Source: an optimization exercise on an open RTL-to-GDS flow (aim: small area and a short achievable clock period). Production flows keep margins and buffers that such runs may drop. RTL that was checked went through simulation tests only; none was proved equivalent to the original. The clock port is modelled as an ideal driver, which makes a skipped or thinned clock tree look cheaper than it is; a real chip needs a root buffer or a tree. Power and IR drop assume default switching activity.

// top_module
module top_module (
    input         pclk,
    input         presetn,
    input         psel,
    input         penable,
    input         pwrite,
    input  [31:0] paddr,
    input  [31:0] pwdata,
    output [31:0] prdata,
    output        pready,
    output        irq,
    input  [31:0] aux_in,
    input  [31:0] pad_in,
    output [31:0] pad_out,
    output [31:0] pad_oe
);
    reg  [31:0] r_in, r_out, r_oe, r_inte, r_ptrig, r_aux, r_eclk, r_nec;
    reg  [1:0]  r_ctrl;
    reg         r_irq;
    reg  [31:0] r_pad_out;
    reg  [31:0] r_prdata;
    wire        aligned = (paddr[31:6] == 26'd0) && (paddr[1:0] == 2'd0);
    wire [3:0]  a = paddr[5:2];
    wire        wsetup = psel && !penable && pwrite && aligned;
    wire        pick_out   = wsetup && (a == 4'd1);
    wire        pick_oe    = wsetup && (a == 4'd2);
    wire        pick_inte  = wsetup && (a == 4'd3);
    wire        pick_ptrig = wsetup && (a == 4'd4);
    wire        pick_aux   = wsetup && (a == 4'd5);
    wire        pick_ctrl  = wsetup && (a == 4'd6);
    wire        pick_eclk  = wsetup && (a == 4'd8);
    wire        pick_nec   = wsetup && (a == 4'd9);
    reg we_out, we_oe, we_inte, we_ptrig, we_aux, we_ctrl, we_eclk, we_nec;
    reg hold_out, hold_oe, hold_inte, hold_ptrig, hold_aux, hold_eclk, hold_nec;
    always @(posedge pclk or negedge presetn) begin
        if (!presetn) begin
            {we_out, we_oe, we_inte, we_ptrig, we_aux, we_ctrl, we_eclk, we_nec} <= 8'd0;
            {hold_out, hold_oe, hold_inte, hold_ptrig, hold_aux, hold_eclk, hold_nec} <= 7'd0;
        end else begin
  ...
export LEC_CHECK = 0
export CAP_MARGIN = 20
export CORE_MARGIN = 2
export CORE_UTILIZATION = 40
export SETUP_SLACK_MARGIN = 2.7
export SLEW_MARGIN = 20
export SYNTH_HIERARCHICAL = 1
export TNS_END_PERCENT = 5
create_clock -name core_clock -period 4.5 [get_ports {pclk}]
standard.sh (not shown) runs the stock make flow with config.mk's settings and CLKGATE_MAP_FILE= SYNTH_SCRIPT=/design/flow/synth_recipe.tcl, a recipe that flattens the netlist after the stock synthesis.
==> flow/flow/run.sh <==
#!/bin/bash
# Standard layout with two changes: the port buffers are buf_1 cells instead
# of the resizer's default choice, and the clock tree is the two-level tree
# that clock_tree.tcl builds (run by the CTS step in place of
# clock_tree_synthesis). Each tool's output is in the ORFS logs under orfs/,
# and make's own output in standard.log.
set -euo pipefail
export BUFFER_PORTS_ARGS="-buffer_cell sky130_fd_sc_hd__buf_1"
export PRE_CTS_TCL="$PWD/flow/clock_tree.tcl"
export CLOCK_TREE_PORT=pclk
export CLOCK_TREE_TOP_COLS=2 CLOCK_TREE_TOP_ROWS=2
export CLOCK_TREE_LEAF_COLS=2 CLOCK_TREE_LEAF_ROWS=2
export CLOCK_TREE_TOP_CELL=sky130_fd_sc_hd__clkbuf_16 CLOCK_TREE_LEAF_CELL=sky130_fd_sc_hd__clkbuf_16
bash standard.sh > standard.log 2>&1
Other scripts of this flow, unchanged in this note and not shown: flow/flow/clock_tree.tcl
Next try:
- CORE_UTILIZATION: 40 -> 55
- SETUP_SLACK_MARGIN: 2.7 -> 2.5
- TNS_END_PERCENT: 5 -> not set
Result:
- area after synthesis is unchanged
- clock skew barely changes
- first-iteration DRC count came out higher by 20%
- global-route usage came out higher by 8.3 points
- die area came out lower by 27%
- cell area came out lower by 1.7%
- total power hardly moves
- hold slack barely changes
- worst setup slack is worse by 0.094 ns
- register-to-register slack stays flat
- sequential share of layout area came out higher by 0.86 points
No run of this note takes its clock network from TritonCTS; it comes from the design's own scripts or RTL.

Setup of violet:
top_module again, from the RTL that the note above started with.
==> flow/config.mk <==
export PLATFORM = sky130hd
export DESIGN_NAME = top_module
export DESIGN_NICKNAME = top_module
export VERILOG_FILES = /design/flow/design.v
export SDC_FILE = /design/flow/constraint.sdc
export NUM_CORES = 4
export LEC_CHECK = 0
export CAP_MARGIN = 20
export CORE_MARGIN = 2
export CORE_UTILIZATION = 40
export SETUP_SLACK_MARGIN = 2.65
export SLEW_MARGIN = 20
export SYNTH_HIERARCHICAL = 1
export TNS_END_PERCENT = 1
==> flow/constraint.sdc <==
create_clock -name core_clock -period 4.5 [get_ports {pclk}]
set_input_delay 0.9000 -clock core_clock [delete_from_list [all_inputs] [get_ports {pclk}]]
set_output_delay 0.9000 -clock core_clock [all_outputs]
set_load 0.01 [all_outputs]
Scripts as last shown in full above: flow/flow/run.sh
Other scripts of this flow, unchanged in this note and not shown: flow/flow/clock_tree.tcl
Inputs modified between violet and sierra:
- TNS_END_PERCENT no longer set, was 1
- SETUP_SLACK_MARGIN now 2.4, was 2.65
==> comparison <==
sierra: overall track demand over capacity in global routing is 0.62 points higher than what violet reported. ~same via count in violet and sierra. The power consumption of violet and that of sierra are within noise of each other. sierra supports a lower top clock frequency than violet. Compared with violet, sierra shows wire length of the first global-routing pass higher by about 1.6%. [compare] base=violet new=sierra: layout overhead on the synthesized area fell 2.7 points; total non-filler cell area in the finished layout moved down. sierra reports a lower worst setup slack than violet does.
Input changes introduced in ember (baseline for comparison: sierra):
- setting TNS_END_PERCENT to 5 for the first time
- changing SETUP_SLACK_MARGIN from 2.4 to 2.65
==> flow/flow/run.sh <==
#!/bin/bash
# Standard layout with three changes: the port buffers are buf_1 cells
# instead of the resizer's default choice; outflops.tcl gives the
# flip-flops that drive output ports drive strength 2 before the floorplan;
# and the clock tree is the two-level tree that clock_tree.tcl builds (run
# by the CTS step in place of clock_tree_synthesis). Each tool's output is
# in the ORFS logs under orfs/, and make's own output in standard.log.
set -euo pipefail
export BUFFER_PORTS_ARGS="-buffer_cell sky130_fd_sc_hd__buf_1"
export PRE_CTS_TCL="$PWD/flow/clock_tree.tcl"
export PRE_FLOORPLAN_TCL="$PWD/flow/outflops.tcl"
export CLOCK_TREE_PORT=pclk
export CLOCK_TREE_TOP_COLS=2 CLOCK_TREE_TOP_ROWS=2
export CLOCK_TREE_LEAF_COLS=2 CLOCK_TREE_LEAF_ROWS=2
export CLOCK_TREE_TOP_CELL=sky130_fd_sc_hd__clkbuf_16 CLOCK_TREE_LEAF_CELL=sky130_fd_sc_hd__clkbuf_16
bash standard.sh > standard.log 2>&1
==> flow/flow/outflops.tcl (new file) <==
# Sourced as PRE_FLOORPLAN_TCL: the flip-flops that drive output ports get
# drive strength 2 (same cell type), for their path to the port.
proc my_outflops {} {
  set n 0
  set db [ord::get_db]
  foreach bt [[ord::get_db_block] getBTerms] {
    if {[$bt getIoType] ne "OUTPUT"} { continue }
    set net [$bt getNet]
    if {$net eq "NULL"} { continue }
    foreach it [$net getITerms] {
      if {![$it isOutputSignal]} { continue }
      set inst [$it getInst]
      set name [[$inst getMaster] getName]
      if {[regexp {^(sky130_fd_sc_hd__(df|edf|sdf)[a-z]+)_1$} $name -> base]} {
        $inst swapMaster [$db findMaster ${base}_2]
        incr n
      }
    }
  }
  puts "outflops: $n flip-flops set to drive strength 2"
}
my_outflops
==> comparison <==
In the tables for sierra and ember, via count of the first global-routing pass reads higher with ember. For source-to-sink clock delay at the later pin of the worst-skew pair, sierra and ember come out practically identical. Compared with sierra, in ember cell area grew by 3.6%; routability congestion estimate shrank by about 3%; met1 layer usage reported by global route shrank by 1.1 points. From sierra to ember the numbers moved as follows: end-of-flow core utilization rose by 1.4 points, final-layout worst hold slack stayed essentially flat.
diff inputs: ember => onyx
- SETUP_SLACK_MARGIN: 2.65 -> 2.6
- TNS_END_PERCENT: 5 -> 20
==> flow/flow/run.sh <==
#!/bin/bash
# Standard layout with two changes: the port buffers are buf_1 cells instead
# of the resizer's default choice, and the clock tree is the two-level tree
# that clock_tree.tcl builds (run by the CTS step in place of
# clock_tree_synthesis). Each tool's output is in the ORFS logs under orfs/,
# and make's own output in standard.log.
set -euo pipefail
export BUFFER_PORTS_ARGS="-buffer_cell sky130_fd_sc_hd__buf_1"
export PRE_CTS_TCL="$PWD/flow/clock_tree.tcl"
export CLOCK_TREE_PORT=pclk
export CLOCK_TREE_TOP_COLS=2 CLOCK_TREE_TOP_ROWS=2
export CLOCK_TREE_LEAF_COLS=2 CLOCK_TREE_LEAF_ROWS=2
export CLOCK_TREE_TOP_CELL=sky130_fd_sc_hd__clkbuf_16 CLOCK_TREE_LEAF_CELL=sky130_fd_sc_hd__clkbuf_16
bash standard.sh > standard.log 2>&1
removed: flow/flow/outflops.tcl
Status: final design instance area without fill parity (ember, onyx). Result: PASS for each of onyx and ember. The clock skew of onyx and that of ember are within noise of each other. Going from ember to onyx, post-route core utilization grows by 0.36 points. Delta (onyx minus ember): power consumption level, final worst setup slack climbed 0.028 ns, routed wire length now larger.
No run of this note takes its clock network from TritonCTS; it comes from the design's own scripts or RTL.

Another version of the RTL of top_module (not shown whole).
Size in the first run: about 1,200 cells after synthesis, ~230 I/O pins, roughly 14,000 sq um of cells after synthesis.
==> flow/config.mk <==
export PLATFORM = sky130hd
export DESIGN_NAME = top_module
export DESIGN_NICKNAME = top_module
export VERILOG_FILES = /design/flow/design.v
export SDC_FILE = /design/flow/constraint.sdc
export NUM_CORES = 4
export LEC_CHECK = 0
export CAP_MARGIN = 20
export CORE_MARGIN = 2
export CORE_UTILIZATION = 40
export CTS_CLUSTER_DIAMETER = 100
export CTS_CLUSTER_SIZE = 30
export SETUP_SLACK_MARGIN = 2.5
export SLEW_MARGIN = 20
==> flow/constraint.sdc <==
create_clock -name core_clock -period 4.5 [get_ports {pclk}]
set_input_delay 0.9000 -clock core_clock [delete_from_list [all_inputs] [get_ports {pclk}]]
set_output_delay 0.9000 -clock core_clock [all_outputs]
set_load 0.01 [all_outputs]
==> flow/flow/run.sh <==
#!/bin/bash
# Standard layout, with the port buffers made of buf_1 cells instead of the
# resizer's default choice.
set -euo pipefail
export BUFFER_PORTS_ARGS="-buffer_cell sky130_fd_sc_hd__buf_1"
bash standard.sh > standard.log 2>&1
The baseline passed the timing, DRC and antenna checks.
==> next run, changes <==
==> flow/run.sh (new file) <==
#!/bin/bash
# synth_recipe.tcl (not shown) runs the flow's synth.tcl, then flattens the netlist and writes it again
# the make line also repeats each setting of config.mk as NAME=value (left out here)
make -C /OpenROAD-flow-scripts/flow DESIGN_CONFIG=/design/flow/config.mk WORK_HOME=/design/flow/orfs CLKGATE_MAP_FILE= SYNTH_SCRIPT=/design/flow/synth_recipe.tcl finish
- CTS_CLUSTER_DIAMETER: 100 -> default
- CTS_CLUSTER_SIZE: 30 -> default
- SETUP_SLACK_MARGIN: 2.5 -> default
removed: flow/flow/run.sh
removed: flow/standard.sh
Outcome: Setup slack degrades by 1.2 ns; cell area climbs by 8.2%; register-to-register slack degrades by 0.18 ns; maximum frequency drops by 38%; utilization climbs by 3.9 points; routed wire length drops by 1.6%; sequential power stays flat; synthesized area is unchanged.
==> next run, changes <==
==> flow/flow/run.sh (new file) <==
#!/bin/bash
# Standard layout, with the port buffers made of buf_1 cells instead of the
# resizer's default choice.
set -euo pipefail
export BUFFER_PORTS_ARGS="-buffer_cell sky130_fd_sc_hd__buf_1"
bash standard.sh > standard.log 2>&1
==> flow/standard.sh (new file) <==
#!/bin/bash
# synth_recipe.tcl (not shown) runs the flow's synth.tcl, then flattens the netlist and writes it again
# the make line also repeats each setting of config.mk as NAME=value (left out here)
make -C /OpenROAD-flow-scripts/flow DESIGN_CONFIG=/design/flow/config.mk WORK_HOME=/design/flow/orfs CLKGATE_MAP_FILE= SYNTH_SCRIPT=/design/flow/synth_recipe.tcl "${@:-finish}"
- SETUP_SLACK_MARGIN: default -> 2.6
removed: flow/run.sh
The changed run completed without violations.
Power came out higher by about 5%.
Fmax came out higher by 60%.
Final cell count came out higher by 4.5%.
Setup slack is better by 1.2 ns.
Synthesized area stays the same.
First-iteration DRC count came out higher by about 8%.
Wire length came out higher by 6.8%.
==> next run, changes <==
- SETUP_SLACK_MARGIN: 2.6 -> default
=>
- The new run completed with no timing, DRC or antenna violations
- cell area shrinks by 8.2%
- routed wire length shrinks by 8.9%
- flip-flop and latch count is unchanged
- global-route usage shrinks by 1.1 points
- first-iteration DRC count shrinks by 5.0%
- cell count shrinks by 4.6%
==> next run, changes <==
- ABC_CLOCK_PERIOD_IN_PS: default -> 1800
- SETUP_SLACK_MARGIN: default -> 2.6
The changed run went through all stages and came out clean.
Die area stays the same.
Total power increases by a few percent.
Wire length is higher by roughly a tenth.
Synthesized cell count stays the same.
Worst hold slack improved by 0.18 ns.
Synthesized area stays the same.
No functional check of the RTL was part of any run of this note.

RTL: one of the versions met above, not the one the previous note started from.
Size in the first run: about 960 cells after synthesis, ~340 flip-flops, ~230 I/O pins, ~12000 sq um of cells after synthesis.
export LEC_CHECK = 0
export CAP_MARGIN = 20
export CORE_MARGIN = 2
export CORE_UTILIZATION = 40
export SETUP_SLACK_MARGIN = 2.55
export SLEW_MARGIN = 20
export SYNTH_HIERARCHICAL = 1
create_clock -name core_clock -period 4.5 [get_ports {pclk}]
==> flow/flow/run.sh <==
#!/bin/bash
# Standard layout with two changes: the port buffers are buf_1 cells instead
# of the resizer's default choice, and the clock tree is the two-level tree
# that clock_tree.tcl builds (run by the CTS step in place of
# clock_tree_synthesis). Each tool's output is in the ORFS logs under orfs/,
# and make's own output in standard.log.
set -euo pipefail
export BUFFER_PORTS_ARGS="-buffer_cell sky130_fd_sc_hd__buf_1"
export PRE_CTS_TCL="$PWD/flow/clock_tree.tcl"
export CLOCK_TREE_PORT=pclk
export CLOCK_TREE_TOP_COLS=2 CLOCK_TREE_TOP_ROWS=2
export CLOCK_TREE_LEAF_COLS=2 CLOCK_TREE_LEAF_ROWS=2
export CLOCK_TREE_TOP_CELL=sky130_fd_sc_hd__clkbuf_16 CLOCK_TREE_LEAF_CELL=sky130_fd_sc_hd__clkbuf_16
bash standard.sh > standard.log 2>&1
Other scripts of this flow, unchanged in this note and not shown: flow/flow/clock_tree.tcl
The starting point passed the timing, DRC and antenna checks.
Edit:
- SETUP_SLACK_MARGIN: 2.55 -> 3.0
- TNS_END_PERCENT: default -> 5
=>
- core utilization went up by 0.39 points
- global-route usage increases by 0.32 points
- clock power barely changes
- final cell count stays flat
- area after synthesis stays the same
- register-to-register slack degrades by 0.03 ns
- worst hold slack is about the same
- via count drops by 0.56%
- die area is unchanged
- setup slack is better by 0.019 ns
Edit:
- SETUP_SLACK_MARGIN: 3.0 -> 2.5
- TNS_END_PERCENT: 5 -> default
The new run finished clean.
Routed wire length shrinks by 0.91%.
Final cell count shrinks by 0.44%.
First-iteration DRC count grows by 1.3%.
Sequential cell count is unchanged.
Synthesized cell count does not change.
Cell area shrinks by 1.9%.
Register-to-register slack gains 0.12 ns.
Utilization shrinks by 0.91 points.
Edit:
- SETUP_SLACK_MARGIN: 2.5 -> 2.65
- TNS_END_PERCENT: default -> 5
Result:
- design area barely changes
- critical path depth does not change
- wire length fell slightly
- sequential share of layout area fell by 0.13 points
- via count barely changes
- synthesized cell count stays the same
- utilization rose by 0.12 points
- total power fell slightly
Edit:
- CORE_UTILIZATION: 40 -> 65
- SETUP_SLACK_MARGIN: 2.65 -> 2.5
- TNS_END_PERCENT: 5 -> default
Worst setup slack gets worse by 0.12 ns.
Sequential share of layout area grows by 0.95 points.
Cell count went down by 10%.
Global-route usage grows by 13 points.
Synthesized cell count does not change.
In every run of this note, the design's own scripts or RTL, not TritonCTS, make the clock network.

Starting RTL as in the previous note.
Design top_module, start of the top module:
module top_module (
    input         pclk,
    input         presetn,
    input         psel,
    input         penable,
    input         pwrite,
    input  [31:0] paddr,
    input  [31:0] pwdata,
    output [31:0] prdata,
    output        pready,
    output        irq,
    input  [31:0] aux_in,
    input  [31:0] pad_in,
    output [31:0] pad_out,
    output [31:0] pad_oe
);
clock: 4.5 ns
lec_check: 0
cap_margin: 20
core_margin: 2
core_utilization: 40
place_density: 0.7
setup_slack_margin: 2.7
slew_margin: 20
synth_hierarchical: 1
tns_end_percent: 5
Scripts as last shown in full above: flow/flow/run.sh
Other scripts of this flow, unchanged in this note and not shown: flow/flow/clock_tree.tcl
The baseline completed with no timing, DRC or antenna violations.
Rerun with:
==> flow/flow/run.sh (replaced) <==
#!/bin/bash
# Standard layout with three changes: the port buffers are buf_1 cells
# instead of the resizer's default choice; downsize.tcl gives the
# synthesized gates their smallest drive strength before the floorplan
# step sizes them for timing; and the clock tree is the two-level tree that
# clock_tree.tcl builds (run by the CTS step in place of
# clock_tree_synthesis). Each tool's output is in the ORFS logs under orfs/,
# and make's own output in standard.log.
set -euo pipefail
export BUFFER_PORTS_ARGS="-buffer_cell sky130_fd_sc_hd__buf_1"
export PRE_CTS_TCL="$PWD/flow/clock_tree.tcl"
export PRE_FLOORPLAN_TCL="$PWD/flow/downsize.tcl"
export CLOCK_TREE_PORT=pclk
export CLOCK_TREE_TOP_COLS=2 CLOCK_TREE_TOP_ROWS=2
export CLOCK_TREE_LEAF_COLS=2 CLOCK_TREE_LEAF_ROWS=2
export CLOCK_TREE_TOP_CELL=sky130_fd_sc_hd__clkbuf_16 CLOCK_TREE_LEAF_CELL=sky130_fd_sc_hd__clkbuf_16
bash standard.sh > standard.log 2>&1
==> flow/flow/downsize.tcl (new file) <==
# Sourced as PRE_FLOORPLAN_TCL: give every combinational cell the smallest
# drive strength of its kind (same cell name but for the _N suffix), leaving
# the flip-flops as synthesis made them. The floorplan's and later steps'
# timing repair sizes up again where timing needs it.
proc my_downsize {} {
  set n 0
  set saved 0.0
  foreach inst [get_cells *] {
    set cell [get_lib_cells -of_objects $inst]
    set name [get_name $cell]
    if {![regexp {^(sky130_fd_sc_hd__[a-z0-9]+)_([0-9]+)$} $name -> base size]} { continue }
    if {[regexp {__(df|edf|sdf|sedf|dl|conb|tap|fill|decap|diode)} $name]} { continue }
    set best $cell
    set best_area [get_property $cell area]
    foreach c [get_lib_cells ${base}_*] {
      if {![regexp "^${base}_\[0-9\]+\$" [get_name $c]]} { continue }
      set a [get_property $c area]
      if {$a < $best_area} { set best $c; set best_area $a }
    }
    if {$best ne $cell} {
      set saved [expr {$saved + [get_property $cell area] - $best_area}]
      replace_cell $inst $best
      incr n
    }
  }
  puts "downsize: $n cells, [format %.1f $saved] um2"
}
my_downsize
Settings changed: PLACE_DENSITY 0.7 to not set, SETUP_SLACK_MARGIN 2.7 to 2.5, TNS_END_PERCENT 5 to not set.
Effect: Core utilization grows by 0.51 points; setup slack is worse by 0.045 ns; final cell count rose by 0.95%; design area is higher by 0.80%.
Rerun with:
==> flow/flow/run.sh (replaced) <==
#!/bin/bash
# Standard layout with two changes: the port buffers are buf_1 cells instead
# of the resizer's default choice, and the clock tree is the two-level tree
# that clock_tree.tcl builds (run by the CTS step in place of
# clock_tree_synthesis). Each tool's output is in the ORFS logs under orfs/,
# and make's own output in standard.log.
set -euo pipefail
export BUFFER_PORTS_ARGS="-buffer_cell sky130_fd_sc_hd__buf_1"
export PRE_CTS_TCL="$PWD/flow/clock_tree.tcl"
export CLOCK_TREE_PORT=pclk
export CLOCK_TREE_TOP_COLS=2 CLOCK_TREE_TOP_ROWS=2
export CLOCK_TREE_LEAF_COLS=2 CLOCK_TREE_LEAF_ROWS=2
export CLOCK_TREE_TOP_CELL=sky130_fd_sc_hd__clkbuf_16 CLOCK_TREE_LEAF_CELL=sky130_fd_sc_hd__clkbuf_16
bash standard.sh > standard.log 2>&1
Settings changed: SETUP_SLACK_MARGIN 2.5 to 2.8, TNS_END_PERCENT set to 5.
removed: flow/flow/downsize.tcl
Outcome: Wire length barely changes; first-iteration DRC count increases by 3.2%; via count hardly moves; worst setup slack is better by 0.082 ns; design area grows by 0.88%; utilization came out higher by 0.30 points; hold slack is about the same; sequential power hardly moves; clock skew barely changes; register-to-register slack improved by 0.12 ns.
In every run of this note, the design's own scripts or RTL, not TritonCTS, make the clock network.

-- what the ideal ports hide --
The results above use ideal ports. As a check the final layouts listed here were re-extracted and re-timed, cells and wires unchanged. Step 1 (the two cells are an assumption about what drives the block):
set clk [get_ports {pclk}]
set_driving_cell -lib_cell sky130_fd_sc_hd__clkbuf_16 $clk
set_driving_cell -lib_cell sky130_fd_sc_hd__buf_2 [delete_from_list [all_inputs] $clk]
Step 2 adds t to the input delays and takes it off the output delays; t is the mean of the earliest and latest rising clock arrival at the registers after step 1. Input paths then give back, and output paths get back, about the clock's delay inside the block. Three values: no drivers, after step 1, after step 2; two values: the first two.
| run | shift t [ns] | setup WS [ns] | hold WS [ns] | worst data-port slew with drivers (ns) | pins driven straight from the clock port |
|---|---|---|---|---|---|
| the first run of note 1 | 0.414 | 2.611 / 2.533 / 2.253 | 0.480 / 0.426 / 0.480 | 0.09 | 4 |
| the second run of note 1 | 0.410 | 2.517 / 2.526 / 2.173 | 0.482 / 0.440 / 0.482 | 0.06 | 4 |
| violet | 0.413 | 2.586 / 2.548 / 2.244 | 0.480 / 0.426 / 0.480 | 0.09 | 4 |
| sierra | 0.416 | 2.417 / 2.479 / 2.086 | 0.483 / 0.478 / 0.483 | 0.09 | 4 |
| ember | 0.418 | 2.534 / 2.536 / 2.161 | 0.484 / 0.418 / 0.484 | 0.09 | 4 |
| onyx | 0.414 | 2.561 / 2.484 / 2.220 | 0.481 / 0.412 / 0.484 | 0.08 | 4 |
| the first run of note 3 | 0.555 | 2.483 / 2.433 / 1.980 | 0.499 / 0.499 / 0.499 | 0.09 | 1 |
| the second run of note 3 | 0.565 | 1.268 / 1.299 / 0.734 | 0.467 / 0.457 / 0.467 | 0.07 | 1 |
| the third run of note 3 | 0.573 | 2.483 / 2.426 / 2.077 | 0.472 / 0.472 / 0.472 | 0.07 | 1 |
| the fourth run of note 3 | 0.565 | 1.590 / 1.578 / 1.013 | 0.297 / 0.270 / 0.458 | 0.06 | 1 |
| the fifth run of note 3 | 0.573 | 2.483 / 2.426 / 2.077 | 0.472 / 0.472 / 0.472 | 0.07 | 1 |
| the first run of note 4 | 0.415 | 2.535 / 2.462 / 2.165 | 0.479 / 0.422 / 0.479 | 0.09 | 4 |
| the second run of note 4 | 0.420 | 2.554 / 2.547 / 2.188 | 0.479 / 0.413 / 0.479 | 0.07 | 4 |
| the third run of note 4 | 0.417 | 2.549 / 2.493 / 2.183 | 0.481 / 0.421 / 0.481 | 0.07 | 4 |
| the fourth run of note 4 | 0.415 | 2.583 / 2.535 / 2.237 | 0.480 / 0.427 / 0.480 | 0.09 | 4 |
| the fifth run of note 4 | 0.407 | 2.464 / 2.543 / 2.136 | 0.483 / 0.431 / 0.483 | 0.08 | 4 |
| the first run of note 5 | 0.406 | 2.563 / 2.582 / 2.223 | 0.480 / 0.422 / 0.480 | 0.08 | 4 |
| the second run of note 5 | 0.414 | 2.517 / 2.558 / 2.176 | 0.483 / 0.421 / 0.483 | 0.10 | 4 |
| the third run of note 5 | 0.419 | 2.599 / 2.563 / 2.236 | 0.480 / 0.420 / 0.480 | 0.09 | 4 |
After both steps setup and hold are still met in every run listed. For the fourth run of note 3, which loses most, drivers alone change the setup slack by -0.012 ns; drivers and shift together by -0.577 ns.
